From an optimization exercise on the open Yosys and OpenROAD flow, aimed at small area; shortcuts taken in it are not production practice. Where RTL was checked, it was by simulation tests only, not by an equivalence proof against the original. The clock input has no modelled driver; a real chip could not lean on it and would need a root buffer or a full tree. No activity file was given, so power comes from the tool's default toggle rates.

==> flow/design.v <==
module uart(clock, reset, tx);
input clock, reset;
output tx;
localparam [15:0] TAPS = 16'b1000100000000101;
localparam [15:0] Z    = 16'b1100111111100001;
localparam [15:0] X1   = 16'b0110011111110000;
localparam [15:0] X3   = 16'b1111000011000001;
localparam [15:0] PB   = 16'b1010101010101010;
localparam [3:0] PR = 4'b0000;
localparam [5:0] PJ = 6'b000000;
localparam [255:0] ROM = 256'b1111111111111111111111111111111110000101001111111001000010111111101100100011111110110110001111111011100100111111101101111011111110111011101111111001000000111111101101111011111110110110001111111011011000111111101100101011111110110100001111111111111111111111;
reg [15:0] bq;
reg [3:0] rq;
reg [5:0] jq;
wire [15:0] b = bq ^ PB;    
wire [3:0] r = rq ^ PR;        
wire [5:0] j = jq ^ PJ;   
wire tick = (b == X1);
wire jhi  = (|j[5:4]) | (j[3] & j[2] & j[1]);           
wire pend = (j[0] & j[1] & j[3] & j[4] & j[5]) & (r[0] & r[3]) & (b == X3);
wire fb   = (^(b & TAPS)) ^ (tick & !jhi);
wire [4:0] r1 = {1'b0, r} + 5'd1;
always @(posedge clock) begin
  if (!reset || pend) bq <= Z ^ PB;
  else bq <= {b[14:0], fb} ^ PB;
  if (!reset || pend) begin
    rq <= 4'd15 ^ PR;
    jq <= PJ;
  end else if (tick) begin
    rq <= (r1[4] ? {1'b0, !jhi, !jhi, 1'b0} : r1[3:0]) ^ PR;
    if (r1[4]) jq <= (j + 6'd1) ^ PJ;
  end
end
assign tx = !reset | jhi | ROM[{j[3:0], r}];
endmodule
==> flow/config.mk <==
export PLATFORM = sky130hd
export DESIGN_NAME = uart
export DESIGN_NICKNAME = uart
export VERILOG_FILES = /design/flow/design.v
export SDC_FILE = /design/flow/constraint.sdc
export NUM_CORES = 4
export LEC_CHECK = 0
export CAP_MARGIN = 20
export CORE_AREA = 3 3 61 61
export DIE_AREA = 0 0 64 64
export SLEW_MARGIN = 20
==> flow/constraint.sdc <==
create_clock -name core_clock -period 10.0 [get_ports {clock}]
set_input_delay 2.0000 -clock core_clock [delete_from_list [all_inputs] [get_ports {clock}]]
set_output_delay 2.0000 -clock core_clock [all_outputs]
set_load 0.01 [all_outputs]
standard.sh (not shown) runs the stock make flow with config.mk's settings and CLKGATE_MAP_FILE= SYNTH_SCRIPT=/design/flow/synth_recipe.tcl, a recipe that flattens the netlist after the stock synthesis.
==> flow/flow/run.sh <==
#!/bin/bash
# Own flow: the standard layout (standard.sh) with three changes:
# - synthesis maps for area: flow/my_synth.tcl wraps synth_recipe.tcl and swaps ABC's script
#   for flow/area.abc; ADDER_MAP_FILE is empty so adders go through ABC, not ha/fa cells;
# - CTS inserts no dummy loads, and flow/post_cts.tcl collapses the small tree to one buffer;
# - port buffers are buf_1.
# make's full output is in flow_make.log, each ORFS step's log under orfs/logs/.
set -euo pipefail
W=$(pwd)
export FLOW_SYNTH_TCL="$W/synth_recipe.tcl"
export MY_ABC_SCRIPT="$W/flow/area.abc"
export CTS_ARGS="-sink_clustering_enable -repair_clock_nets -dont_use_dummy_load -buf_list sky130_fd_sc_hd__clkbuf_8"
export POST_CTS_TCL="$W/flow/post_cts.tcl"
export ROOT_CLKBUF=sky130_fd_sc_hd__clkbuf_16
export BUFFER_PORTS_ARGS="-buffer_cell sky130_fd_sc_hd__buf_1"
sed -e "s#SYNTH_SCRIPT=[^ ]*#SYNTH_SCRIPT=$W/flow/my_synth.tcl ADDER_MAP_FILE= #" standard.sh > my_standard.sh
bash my_standard.sh > "$W/flow_make.log" 2>&1
Other scripts of this flow, unchanged in this note and not shown: flow/flow/area.abc, flow/flow/my_synth.tcl, flow/flow/post_cts.tcl
Rerun with:
==> flow/design.v (replaced) <==
module uart(clock, reset, tx);
input clock, reset;
output tx;
localparam [15:0] TAPS = 16'b1000100000000101;
localparam [15:0] Z    = 16'b1100111111100001;
localparam [15:0] X1   = 16'b0110011111110000;
localparam [15:0] X3   = 16'b1111000011000001;
localparam [15:0] PB   = 16'b1010101010101010;
localparam [3:0] PR = 4'b0101;
localparam [5:0] PJ = 6'b010101;
localparam [255:0] ROM = 256'b1111111111111111111111111111111111111110000101001111111001000010111111101100100011111110110110001111111011100100111111101101111011111110111011101111111001000000111111101101111011111110110110001111111011011000111111101100101011111110110100001111111111111111;
reg [15:0] bq;
reg [3:0] rq;
reg [5:0] jq;
wire [15:0] b = bq ^ PB;    
wire [3:0] r = rq ^ PR;        
wire [5:0] j = jq ^ PJ;   
wire tick = (b == X1);
wire jhi  = (|j[5:4]) | (j[3] & j[2] & j[1]);           
wire msg  = !jhi && (j[3:0] != 4'd0);                    
wire rw   = msg ? (r == 4'd9) : (r == 4'd15);
wire pend = (j[0] & j[1] & j[3] & j[4] & j[5]) & (r[0] & r[1]) & (b == X3);
wire fb   = (^(b & TAPS)) ^ (tick & !jhi);
always @(posedge clock) begin
  if (!reset || pend) bq <= Z ^ PB;
  else bq <= {b[14:0], fb} ^ PB;
  if (!reset || pend) begin
    rq <= 4'd15 ^ PR;
    jq <= PJ;
  end else if (tick) begin
    rq <= (rw ? 4'd0 : r + 4'd1) ^ PR;
    if (rw) jq <= (j + 6'd1) ^ PJ;
  end
end
assign tx = !reset | jhi | ROM[{j[3:0], r}];
endmodule
=> Routed wire length drops by 6.2%; die area does not change; cell area drops by 0.78%; hold slack stays flat; total power drops by 1.1%.
For the first run of this note, only the layout was checked, not whether the RTL still works.

-- re-timing with driven ports --
The flow's constraints put no driver on any port. The routed layouts listed below were extracted and timed again, unchanged, in two steps.
Step 1, drivers: a clkbuf_16 drives clock and a buf_2 each remaining input, both assumed.
Step 2 times the ports against the registers' clock, not the clock port: input delays grow and output delays shrink by t, the midpoint of the rising clock arrivals with the driver on.
Slacks: no drivers / after step 1 / after step 2; pairs: no drivers / after step 1.
| run | t (ns) | setup slack, ns | worst slew at a driven data input, ns |
|---|---|---|---|
| the first run | 0.187 | 5.204 / 5.181 / 5.181 | 0.03 |
| the second run | 0.181 | 5.213 / 5.191 / 5.191 | 0.03 |
After both steps every run listed still meets setup and hold. For the first run, which loses most, drivers alone change the setup slack by -0.023 ns; drivers and shift together by -0.023 ns.
